Background: an optimization exercise with open tools, aiming at small area. Do not read the settings as production practice. Function was checked by simulation only, so behaviour that the tests miss may differ from the original.

### flow/config.mk
export PLATFORM = sky130hd
export DESIGN_NAME = cordic_pipeline_top
export DESIGN_NICKNAME = cordic_pipeline_top
export VERILOG_FILES = /design/flow/design.v
export SDC_FILE = /design/flow/constraint.sdc
export NUM_CORES = 4
export LEC_CHECK = 0
export CAP_MARGIN = 20
export CORE_MARGIN = 2
export CORE_UTILIZATION = 40
export SLEW_MARGIN = 20
### flow/constraint.sdc
create_clock -name core_clock -period 8.0 [get_ports {clk}]
set_input_delay 1.6000 -clock core_clock [delete_from_list [all_inputs] [get_ports {clk}]]
set_output_delay 1.6000 -clock core_clock [all_outputs]
set_load 0.01 [all_outputs]
### flow/design.v
module cordic_iter_16bit(
    input clk,
    input rst_n,
    input mode,           
    input signed [15:0] rot_z,
    input [3:0] rot_num,
    input signed [15:0] xi,
    input signed [15:0] yi,
    input signed [15:0] zi,
    output reg signed [15:0] xo,
    output reg signed [15:0] yo,
    output reg signed [15:0] zo
);
wire signed [15:0] xs,ys;
assign xs = xi >>> rot_num;
assign ys = yi >>> rot_num;
always @ (posedge clk or negedge rst_n)
begin
    if(!rst_n)
    begin
        xo <= 16'b0;                         
        yo <= 16'b0;
        zo <= 16'b0;
    end
    else if(mode == 1'b0) begin
        if(zi >= 0)   begin       
            xo <= xi - ys;
            yo <= yi + xs;
            zo <= zi - rot_z;
        end
        else   begin                   
            xo <= xi + ys;
            yo <= yi - xs;
            zo <= zi + rot_z;
        end
    end
    else begin
        if(yi >= 0)   begin       
            xo <= xi + ys;
            yo <= yi - xs;
            zo <= zi + rot_z;
        end
        else   begin                   
            xo <= xi - ys;
            yo <= yi + xs;
            zo <= zi - rot_z;
        end
    end
end
endmodule  
module cordic_pipeline_top(
    input clk,
    input rst_n,
    input en,
    input mode,
    input [15:0] xi,
    input [15:0] yi,
    input [15:0] zi,
    output [15:0] xo,
    output [15:0] yo,
    output [15:0] zo,
    output valid
);
wire [15:0] x[15:0],y[15:0],z[15:0];
reg [15:0] valid_r;
assign x[0] = xi;
assign y[0] = yi;
assign z[0] = zi;
assign valid = valid_r[14];
always @(posedge clk or negedge rst_n) begin
    if(!rst_n)
        valid_r <= 16'b0;
    else
        valid_r <= {valid_r,en};
end
reg [14:0] mode_r;
always @(posedge clk or negedge rst_n) begin
    if(!rst_n)
        mode_r <= 15'b0;
    else
        mode_r <= {mode_r[13:0],mode};
end
cordic_iter_16bit cordic_rotator_16bit_00(
    .clk(clk),
    .rst_n(rst_n),
    .mode(mode),
    .rot_z(16'h3244),
    .rot_num(4'd0),
    .xi(x[0]),
    .yi(y[0]),
    .zi(z[0]),
    .xo(x[1]),
    .yo(y[1]),
    .zo(z[1])
);
cordic_iter_16bit cordic_rotator_16bit_01(
    .clk(clk),
    .rst_n(rst_n),
    .mode(mode_r[0]),
    .rot_z(16'h1DAC),
    .rot_num(4'd1),
    .xi(x[1]),
    .yi(y[1]),
    .zi(z[1]),
    .xo(x[2]),
    .yo(y[2]),
    .zo(z[2])
);
cordic_iter_16bit cordic_rotator_16bit_02(
    .clk(clk),
    .rst_n(rst_n),
    .mode(mode_r[1]),
    .rot_z(16'h0FAE),
    .rot_num(4'd2),
    .xi(x[2]),
    .yi(y[2]),
    .zi(z[2]),
    .xo(x[3]),
    .yo(y[3]),
    .zo(z[3])
);
cordic_iter_16bit cordic_rotator_16bit_03(
    .clk(clk),
    .rst_n(rst_n),
    .mode(mode_r[2]),
    .rot_z(16'h07F5),
    .rot_num(4'd3),
    .xi(x[3]),
    .yi(y[3]),
    .zi(z[3]),
    .xo(x[4]),
    .yo(y[4]),
    .zo(z[4])
);
cordic_iter_16bit cordic_rotator_16bit_04(
    .clk(clk),
    .rst_n(rst_n),
    .mode(mode_r[3]),
    .rot_z(16'h03FF),
    .rot_num(4'd4),
    .xi(x[4]),
    .yi(y[4]),
    .zi(z[4]),
    .xo(x[5]),
    .yo(y[5]),
    .zo(z[5])
);
cordic_iter_16bit cordic_rotator_16bit_05(
    .clk(clk),
    .rst_n(rst_n),
    .mode(mode_r[4]),
    .rot_z(16'h0200),
    .rot_num(4'd5),
    .xi(x[5]),
    .yi(y[5]),
    .zi(z[5]),
    .xo(x[6]),
    .yo(y[6]),
    .zo(z[6])
);
cordic_iter_16bit cordic_rotator_16bit_06(
    .clk(clk),
    .rst_n(rst_n),
    .mode(mode_r[5]),
    .rot_z(16'h0100),
    .rot_num(4'd6),
    .xi(x[6]),
    .yi(y[6]),
    .zi(z[6]),
    .xo(x[7]),
    .yo(y[7]),
    .zo(z[7])
);
cordic_iter_16bit cordic_rotator_16bit_07(
    .clk(clk),
    .rst_n(rst_n),
    .mode(mode_r[6]),
    .rot_z(16'h0080),
    .rot_num(4'd7),
    .xi(x[7]),
    .yi(y[7]),
    .zi(z[7]),
    .xo(x[8]),
    .yo(y[8]),
    .zo(z[8])
);
cordic_iter_16bit cordic_rotator_16bit_08(
    .clk(clk),
    .rst_n(rst_n),
    .mode(mode_r[7]),
    .rot_z(16'h0040),
    .rot_num(4'd8),
    .xi(x[8]),
    .yi(y[8]),
    .zi(z[8]),
    .xo(x[9]),
    .yo(y[9]),
    .zo(z[9])
);
cordic_iter_16bit cordic_rotator_16bit_09(
    .clk(clk),
    .rst_n(rst_n),
    .mode(mode_r[8]),
    .rot_z(16'h0020),
    .rot_num(4'd9),
    .xi(x[9]),
    .yi(y[9]),
    .zi(z[9]),
    .xo(x[10]),
    .yo(y[10]),
    .zo(z[10])
);
cordic_iter_16bit cordic_rotator_16bit_10(
    .clk(clk),
    .rst_n(rst_n),
    .mode(mode_r[9]),
    .rot_z(16'h0010),
    .rot_num(4'd10),
    .xi(x[10]),
    .yi(y[10]),
    .zi(z[10]),
    .xo(x[11]),
    .yo(y[11]),
    .zo(z[11])
);
cordic_iter_16bit cordic_rotator_16bit_11(
    .clk(clk),
    .rst_n(rst_n),
    .mode(mode_r[10]),
    .rot_z(16'h0008),
    .rot_num(4'd11),
    .xi(x[11]),
    .yi(y[11]),
    .zi(z[11]),
    .xo(x[12]),
    .yo(y[12]),
    .zo(z[12])
);
cordic_iter_16bit cordic_rotator_16bit_12(
    .clk(clk),
    .rst_n(rst_n),
    .mode(mode_r[11]),
    .rot_z(16'h0004),
    .rot_num(4'd12),
    .xi(x[12]),
    .yi(y[12]),
    .zi(z[12]),
    .xo(x[13]),
    .yo(y[13]),
    .zo(z[13])
);
cordic_iter_16bit cordic_rotator_16bit_13(
    .clk(clk),
    .rst_n(rst_n),
    .mode(mode_r[12]),
    .rot_z(16'h0002),
    .rot_num(4'd13),
    .xi(x[13]),
    .yi(y[13]),
    .zi(z[13]),
    .xo(x[14]),
    .yo(y[14]),
    .zo(z[14])
);
cordic_iter_16bit cordic_rotator_16bit_14(
    .clk(clk),
    .rst_n(rst_n),
    .mode(mode_r[13]),
    .rot_z(16'h0001),
    .rot_num(4'd14),
    .xi(x[14]),
    .yi(y[14]),
    .zi(z[14]),
    .xo(x[15]),
    .yo(y[15]),
    .zo(z[15])
);
assign xo = x[15];
assign yo = y[15];
assign zo = z[15];
endmodule  
### flow/run.sh
#!/bin/bash
# synth_recipe.tcl (not shown) runs the flow's synth.tcl, then flattens the netlist and writes it again
# the make line also repeats each setting of config.mk as NAME=value (left out here)
make -C /OpenROAD-flow-scripts/flow DESIGN_CONFIG=/design/flow/config.mk WORK_HOME=/design/flow/orfs CLKGATE_MAP_FILE= SYNTH_SCRIPT=/design/flow/synth_recipe.tcl finish
==> metrics.md <==
| Metric | Value |
|---|---|
| Post_cts resized | `0` |
| R2r worst-path depth | `10` |
| Worst EP required | `8570 ps` |
| Sink Count | `748` |
| Main synth FF type | `dfrtp_1` |
| CP Launch Type | `input pin` |
| ANT cells | `0` |
| Post-route cell area | `0.0704 mm^2` |
| RR Startpoint | `cordic_rotator_16bit_13.xo[15]` |
| Min Tclk post-route | `4240 ps` |
| Total gr overflow | `0` |
| Worst Path Arrival | `4820 ps` |
| Vias in the first global route | `51800` |
| Fmax | `236 MHz` |
| H-tree level count | `3` |
| Yosys warnings | `2` |
| Worst hold path type | `reg -> reg` |
| Mapped cell area | `0.0642 mm^2` |
| First-pass GRT wire length | `270 mm` |
| DR WL/cell | `17.2 um` |
| Synth cell types | `94` |
| Synth Area per Inst | `8.68 um^2` |
| Yosys reg bits | `748` |
| Fin Setup TNS | `0 ps` |
| Io pins | `101` |
| CTS Buf Count | `93` |
| Worst-Margin Slew | `966 ps` |
| Final Max Tran Viols | `0` |
| Period utilization | `0.530` |
| Area grow syn2layout | `9.74%` |
| Cell taking the most area after synthesis | `dfrtp_1` |
| Top-area cell type share of the netlist area | `0.292` |
| Max Cap Viol | `0` |
| Slew HR | `0.356` |
| Initial antenna violation count | `0` |
| Fin. Hold Viols | `0` |
| Layout cells sized above 1 | `0.0392` |
| Initial Util | `0.404` |
| Routed vias | `52700` |
| Hold_buf cts | `0` |
| Antenna violation net count after detailed routing | `0` |
| Drc violations | `0` |
| Seq/Total Area, Yosys | `0.292` |
| GRT Total Usage | `0.197` |
| Largest net degree at the start of global routing | `148` |
| Buffers added on ports | `100` |
| CORE AREA | `0.159 mm^2` |
| Clock latency (worst-skew pair) | `720 ps` |
| CTS tree | `done` |
| Die area | `0.164 mm^2` |
| Final wirelength | `164 mm` |
| Final hold slack | `340 ps` |
| Die Y-Extent | `405 um` |
| CP endpoint | `cordic_rotator_16bit_00.xo[15]` |
| Instance count of the mapped netlist | `7396` |
| Final worst slack | `3760 ps` |
| Clock buffer depth | `3` |
| Dpl ws | `3110 ps` |
| Status | `finished clean` |
| Die Wd | `405 um` |
| Critical path class | `in -> reg` |
| Worst setup EP type | `flip-flop` |
| CTS clk-pin slew, worst paths | `60 ps` |
| Post-CTS Setup Repair Bufs | `0` |
| RSZ-0062 raised after global routing | `false` |
| Worst R2R Setup Slack | `4220 ps` |
| Top cells by area, synth | `dfrtp_1 29%, ha_1 18%, xnor2_1 5.8%` |
| CP max FO | `5` |
| Skew final | `38.8 ps` |
| Initial DRC count | `3552` |
| Asr flop ratio synth | `1.00` |
| CTS root buffer | `clkbuf_16` |
| Row count | `146` |
| Crit Reg-Reg Endpoint | `cordic_rotator_16bit_14.yo[13]` |
| Setup violators final | `0` |
| Synth Net Count | `8431` |
| Number of nets in the layout | `8401` |
| GPL Wtd Cong | `0.894` |
| Detailed Routing Iterations Pass 1 | `8` |
| Final HPWL DP | `124 mm` |
| Drt via density | `5.54` |
| Post-synth EDFFs | `0` |
| Placed inst area | `0.0672 mm^2` |
| Setup crit start | `xi[1]` |
metrics by stage:
stage | util | std cells
2_1_floorplan | - | 7396
3_3_place_gp | 0.423 | 9343
3_5_place_dp | 0.423 | 9343
4_1_cts | 0.443 | 9513
5_1_grt | 0.443 | 9513
6_report | 0.443 | 9513
how the worst min path moves through the flow:
stage	slack [ps]	end	cells after the start	from
after floorplan	330	cordic_rotator_16bit_01.zo[0]	0	cordic_rotator_16bit_00.zo[0]
after global placement	330	cordic_rotator_16bit_02.zo[0]	0	cordic_rotator_16bit_01.zo[0]
after detailed placement	330	cordic_rotator_16bit_05.zo[1]	0	cordic_rotator_16bit_04.zo[1]
after CTS	330	cordic_rotator_16bit_06.zo[6]	0	cordic_rotator_16bit_05.zo[6]
after global routing	330	cordic_rotator_16bit_05.zo[1]	0	cordic_rotator_16bit_04.zo[1]
final	340	cordic_rotator_16bit_05.zo[1]	0	cordic_rotator_16bit_04.zo[1]
cell usage in the layout (no fill, tap or decap), drive strengths merged, types with 59 or more instances in the layout:
| cell | n |
|---|---|
| xor2 | 168 |
| nand3 | 128 |
| nor2 | 527 |
| a211oi | 84 |
| nor2b | 130 |
| xnor2 | 422 |
| clkbuf | 124 |
| o21ai | 538 |
| nand2b | 108 |
| nor3 | 222 |
| a21o | 125 |
| nor4 | 62 |
| a31oi | 99 |
| o21bai | 78 |
| o31ai | 99 |
| ha | 924 |
| dfrtp | 748 |
| a21oi | 606 |
| fa | 59 |
| clkdlybuf4s50 | 99 |
| inv | 707 |
| mux2i | 90 |
| o21a | 78 |
| nand2 | 373 |
| o211ai | 76 |
area by class of cell:
cell class	count	area [um^2]
fill	15400	88500
multi-input combinational	5690	41900
sequential	748	18700
clock buffer	124	2650
inverter	700	2630
tap	2072	2590
timing repair buffer	133	1320
clock inverter	46	557
critical path, cell delays in order:
cell	delay [ps]
clkdlybuf4s50_1	650
inv_1	140
ha_1	350
nand2b_1	170
a221oi_1	410
nor3b_1	120
o21ai_1	340
o22ai_1	240
o41ai_1	420
a32oi_1	190
xnor2_1	160
cells in the mapped netlist (107+ instances only):
library cell  number
ha_1             924
dfrtp_1          748
inv_1            698
a21oi_1          606
nor2_1           527
o21ai_0          520
xnor2_1          422
nand2_1          373
nor3_1           220
clkbuf_1         200
xor2_1           168
nor2b_1          130
nand3_1          128
a21o_1           125
nand2b_1         107
logic make-up (layout without fill, tap and decap cells):
| group | Yosys count | in the layout | synth area share |
|---|---|---|---|
| buf+inv | 958 | 1003 | 0.0567 |
| mux | 99 | 99 | 0.0156 |
| fa+ha+maj | 983 | 983 | 0.199 |
| simple gates | 1844 | 1844 | 0.142 |
| flops | 748 | 748 | 0.292 |
| compound gates | 2174 | 2174 | 0.215 |
| xor+xnor | 590 | 590 | 0.0805 |
routing by layer:
layer  track usage  wire, um
met1         0.269     76300
met2         0.334     77700
met3        0.0227      6340
met4        0.0455      3350
met5             0         0

==> re-timing with driven ports <==
No port has a modelled driver above. Below, the same layout with a new extraction and two added sets of constraints. Step 1 sets driving cells, clkbuf_16 on the clock port and buf_2 on the other inputs (assumed; they add their load-dependent delay and slew). Step 2, shift: input delay + t, output delay - t, t = (earliest + latest rising clock arrival at the registers) / 2. This alone moves slack from input paths to output paths. Three values: no drivers, after step 1, after step 2; two values: the first two.
t (ns): 0.778
setup slack, ns: 3.759 / 3.805 / 3.027
latest minus earliest clock arrival (ns): 0.045 / 0.045
After both steps this run still meets setup and hold. For this run, drivers alone change the setup slack by +0.046 ns; drivers and shift together by -0.732 ns.
